From an optimization exercise on the open Yosys and OpenROAD flow, aimed at small area; shortcuts taken in it are not production practice. RTL that was checked went through simulation tests only; none was proved equivalent to the original. No activity file was given, so power comes from the tool's default toggle rates.

==> flow/design.v (excerpt) <==
module typing_test_top(
        input wire clk,
        input wire rst,  
        input wire [3:0] rows,
        output wire [3:0] cols,
        output wire [3:0] Anode_Activate,
        output wire [6:0] LED_out,
        output wire SSD_Anode_Activate,
        output wire [6:0] SSD_LED_out
    );
make LEC_CHECK=0 ABC_AREA=1 CAP_MARGIN=0 CORE_MARGIN=2 CORE_UTILIZATION=60 CTS_BUF_LIST=sky130_fd_sc_hd__clkbuf_4 CTS_CLUSTER_DIAMETER=50 CTS_CLUSTER_SIZE=8 SLEW_MARGIN=0 finish   # period 160.0 ns
run.sh (not shown) runs the stock make flow with config.mk's settings and CLKGATE_MAP_FILE= SYNTH_SCRIPT=/design/flow/synth_recipe.tcl, a recipe that flattens the netlist after the stock synthesis.
Rerun with:
==> flow/flow/run.sh (new file) <==
#!/bin/bash
# The standard layout (standard.sh), with two changes: the ports are buffered
# with the smallest buffer, and clock tree synthesis adds no dummy loads.
set -euo pipefail
export BUFFER_PORTS_ARGS="-buffer_cell sky130_fd_sc_hd__buf_1"
export CTS_ARGS="-sink_clustering_enable -repair_clock_nets -dont_use_dummy_load -buf_list sky130_fd_sc_hd__clkbuf_4 -sink_clustering_size 8 -sink_clustering_max_diameter 50"
bash standard.sh finish > standard.log 2>&1
==> flow/standard.sh (new file) <==
#!/bin/bash
# synth_recipe.tcl (not shown) runs the flow's synth.tcl, then flattens the netlist and writes it again
# the make line also repeats each setting of config.mk as NAME=value (left out here)
make -C /OpenROAD-flow-scripts/flow DESIGN_CONFIG=/design/flow/config.mk WORK_HOME=/design/flow/orfs CLKGATE_MAP_FILE= SYNTH_SCRIPT=/design/flow/synth_recipe.tcl "${@:-finish}"
--- a/flow/config.mk
+++ b/flow/config.mk
@@ -8,2 +8,2 @@
-export ABC_AREA = 1
-export CAP_MARGIN = 0
+export ABC_AREA = 0
+export CAP_MARGIN = 20
@@ -15 +15 @@
-export SLEW_MARGIN = 0
+export SLEW_MARGIN = 20
removed: flow/run.sh
Outcome: Non-clock buffer count rises by 5; design area fell by 2.4%; power came out higher by 120%; setup slack gets better by 0.15 ns; synthesized area goes down by 0.36%; cell count falls by 13%; worst hold slack is about the same.
Rerun with:
==> flow/run.sh (new file) <==
#!/bin/bash
# synth_recipe.tcl (not shown) runs the flow's synth.tcl, then flattens the netlist and writes it again
# the make line also repeats each setting of config.mk as NAME=value (left out here)
make -C /OpenROAD-flow-scripts/flow DESIGN_CONFIG=/design/flow/config.mk WORK_HOME=/design/flow/orfs CLKGATE_MAP_FILE= SYNTH_SCRIPT=/design/flow/synth_recipe.tcl finish
--- a/flow/config.mk
+++ b/flow/config.mk
@@ -8 +8 @@
-export ABC_AREA = 0
+export ABC_AREA = 1
removed: flow/flow/run.sh
removed: flow/standard.sh
Wire length goes up by 3.1%.
Sequential cell count does not change.
Setup slack loses 0.13 ns.
Power goes down by 54%.
Rerun with:
==> flow/flow/run.sh (new file) <==
#!/bin/bash
# The standard layout (standard.sh), with two changes: the ports are buffered
# with the smallest buffer, and clock tree synthesis adds no dummy loads.
set -euo pipefail
export BUFFER_PORTS_ARGS="-buffer_cell sky130_fd_sc_hd__buf_1"
export CTS_ARGS="-sink_clustering_enable -repair_clock_nets -dont_use_dummy_load -buf_list sky130_fd_sc_hd__clkbuf_4 -sink_clustering_size 8 -sink_clustering_max_diameter 50"
bash standard.sh finish > standard.log 2>&1
==> flow/standard.sh (new file) <==
#!/bin/bash
# synth_recipe.tcl (not shown) runs the flow's synth.tcl, then flattens the netlist and writes it again
# the make line also repeats each setting of config.mk as NAME=value (left out here)
make -C /OpenROAD-flow-scripts/flow DESIGN_CONFIG=/design/flow/config.mk WORK_HOME=/design/flow/orfs CLKGATE_MAP_FILE= SYNTH_SCRIPT=/design/flow/synth_recipe.tcl "${@:-finish}"
removed: flow/run.sh
The changed run finished with timing, DRC and antenna clean. Die area is unchanged. Clock-buffer cell count drops by 7. Worst setup slack improved by 0.41 ns. Clock power falls by about a fifth. Clock skew rose by 0.063 ns.
Rerun with:
==> flow/run.sh (new file) <==
#!/bin/bash
# synth_recipe.tcl (not shown) runs the flow's synth.tcl, then flattens the netlist and writes it again
# the make line also repeats each setting of config.mk as NAME=value (left out here)
make -C /OpenROAD-flow-scripts/flow DESIGN_CONFIG=/design/flow/config.mk WORK_HOME=/design/flow/orfs CLKGATE_MAP_FILE= SYNTH_SCRIPT=/design/flow/synth_recipe.tcl finish
--- a/flow/config.mk
+++ b/flow/config.mk
@@ -12,3 +12,3 @@
-export CTS_BUF_LIST = sky130_fd_sc_hd__clkbuf_4
-export CTS_CLUSTER_DIAMETER = 50
-export CTS_CLUSTER_SIZE = 8
+export CTS_BUF_LIST = sky130_fd_sc_hd__clkbuf_8
+export CTS_CLUSTER_DIAMETER = 60
+export CTS_CLUSTER_SIZE = 10
removed: flow/flow/run.sh
removed: flow/standard.sh
Wire length rises by 1.3%.
Core utilization rises by 1.9 points.
Critical path depth stays the same.
Via count rises by 1.1%.
Design area rises by 3.0%.
Clock skew falls by 0.076 ns.
Final cell count is about the same.
Total power rises by 12%.
Die area is unchanged.

---

typing_test_top, a different RTL version from the one above (not shown whole).
Size in the first run: ~200 flip-flops.
==> flow/config.mk <==
export PLATFORM = sky130hd
export DESIGN_NAME = typing_test_top
export DESIGN_NICKNAME = typing_test_top
export VERILOG_FILES = /design/flow/design.v
export SDC_FILE = /design/flow/constraint.sdc
export NUM_CORES = 4
export LEC_CHECK = 0
export ABC_AREA = 1
export CAP_MARGIN = 20
export CORE_MARGIN = 2
export CORE_UTILIZATION = 70
export CTS_BUF_LIST = sky130_fd_sc_hd__clkbuf_4
export CTS_CLUSTER_DIAMETER = 50
export CTS_CLUSTER_SIZE = 8
export GPL_TIMING_DRIVEN = 0
export SLEW_MARGIN = 20
==> flow/constraint.sdc <==
create_clock -name core_clock -period 160.0 [get_ports {clk}]
set_input_delay 32.0000 -clock core_clock [delete_from_list [all_inputs] [get_ports {clk}]]
set_output_delay 32.0000 -clock core_clock [all_outputs]
set_load 0.01 [all_outputs]
standard.sh (not shown) runs the stock make flow with config.mk's settings and CLKGATE_MAP_FILE= SYNTH_SCRIPT=/design/flow/synth_recipe.tcl, a recipe that flattens the netlist after the stock synthesis.
==> flow/flow/run.sh <==
#!/bin/bash
# The standard layout (standard.sh), with two changes: the ports are buffered
# with the smallest buffer, and clock tree synthesis adds no dummy loads.
set -euo pipefail
export BUFFER_PORTS_ARGS="-buffer_cell sky130_fd_sc_hd__buf_1"
export CTS_ARGS="-sink_clustering_enable -repair_clock_nets -dont_use_dummy_load -buf_list sky130_fd_sc_hd__clkbuf_4 -sink_clustering_size 8 -sink_clustering_max_diameter 50"
bash standard.sh finish > standard.log 2>&1
==> next run, changes <==
==> flow/flow/run.sh (replaced) <==
#!/bin/bash
# The standard layout (standard.sh), with two changes: the ports are buffered
# with the smallest buffer, and clock tree synthesis adds no dummy loads.
set -euo pipefail
export BUFFER_PORTS_ARGS="-buffer_cell sky130_fd_sc_hd__buf_1"
export CTS_ARGS="-sink_clustering_enable -repair_clock_nets -dont_use_dummy_load -buf_list sky130_fd_sc_hd__clkbuf_4 -sink_clustering_size 10 -sink_clustering_max_diameter 60"
bash standard.sh finish > standard.log 2>&1
- ABC_AREA: 1 -> 0
- CORE_UTILIZATION: 70 -> 60
- CTS_BUF_LIST: sky130_fd_sc_hd__clkbuf_4 -> default
- CTS_CLUSTER_DIAMETER: 50 -> default
- CTS_CLUSTER_SIZE: 8 -> default
- GPL_TIMING_DRIVEN: 0 -> default
The new run produced a clean layout. Register-to-register slack improves by 0.03 ns. Fmax grows by 0.47%. Area after synthesis shrinks by 0.40%. Hold slack degrades by 0.022 ns. Cell count shrinks by 13%. Power grows by 120%. Design area shrinks by 1.2%. Critical path depth shrinks by 6. Global-route usage shrinks by 6.7 points. Synthesized cell count shrinks by 14%. Routed wire length shrinks by 10%.
==> next run, changes <==
==> flow/flow/run.sh (replaced) <==
#!/bin/bash
# The standard layout (standard.sh), with two changes: the ports are buffered
# with the smallest buffer, and clock tree synthesis adds no dummy loads.
set -euo pipefail
export BUFFER_PORTS_ARGS="-buffer_cell sky130_fd_sc_hd__buf_1"
export CTS_ARGS="-sink_clustering_enable -repair_clock_nets -dont_use_dummy_load -buf_list sky130_fd_sc_hd__clkbuf_4 -sink_clustering_size 8 -sink_clustering_max_diameter 50"
bash standard.sh finish > standard.log 2>&1
- ABC_AREA: 0 -> 1
- CTS_BUF_LIST: default -> sky130_fd_sc_hd__clkbuf_4
- CTS_CLUSTER_DIAMETER: default -> 50
- CTS_CLUSTER_SIZE: default -> 8
Power goes down by well over a third.
Design area is about the same.
Die area goes up slightly.
Count of clock-buffer cells in the layout goes up by 5.
Global-route usage goes up by 1.4 points.
Via count goes up by roughly a tenth.
Combinational power goes down by well over a third.
Worst hold slack is better by 0.019 ns.
Maximum frequency goes down slightly.
Setup slack is worse by 0.28 ns.
==> next run, changes <==
- ABC_AREA: 1 -> 0
After rerunning: Wire length shrinks by 8.6%; synthesized area shrinks by 0.40%; total power grows by 120%; global-route usage shrinks by 1.5 points; first-iteration DRC count grows by 35%; clock-buffer cell count grows by 1; worst hold slack is about the same; setup slack gains 0.20 ns; register-to-register slack gains 0.23 ns; clock skew shrinks by 0.018 ns; via count shrinks by 9.9%.
No run of this note included a check of the RTL's function; only the layout flow was run.

afterwards: timing with drivers on the ports:
No port has a modelled driver above. Below, the same layouts with a new extraction and two added sets of constraints.
Step 1, drivers: a clkbuf_16 drives clk and a buf_2 each remaining input, both assumed.
Step 2 times the ports against the registers' clock, not the clock port: input delays grow and output delays shrink by t, the midpoint of the rising clock arrivals with the driver on.
Three values: ideal, step 1, step 2; two values: the first two.
run	t (ns)	setup slack, ns	worst setup path after step 2	slew at the worst register clock pin (ns)
the first run of note 1	0.716	123.751 / 123.705 / 124.421	register to output	0.10 / 0.10
the second run of note 1	0.702	123.905 / 123.867 / 124.569	register to output	0.10 / 0.10
the third run of note 1	0.718	123.771 / 123.726 / 124.444	register to output	0.10 / 0.10
the fourth run of note 1	0.696	124.179 / 124.141 / 124.837	register to output	0.10 / 0.10
the fifth run of note 1	0.565	123.881 / 123.833 / 124.398	register to output	0.08 / 0.08
the first run of note 2	0.706	123.911 / 123.869 / 124.574	register to output	0.11 / 0.11
the second run of note 2	0.664	124.078 / 124.039 / 124.703	register to output	0.12 / 0.12
the third run of note 2	0.722	123.801 / 123.759 / 124.481	register to output	0.10 / 0.10
the fourth run of note 2	0.692	124.000 / 123.961 / 124.653	register to output	0.10 / 0.10
After both steps setup and hold are still met in every run listed.
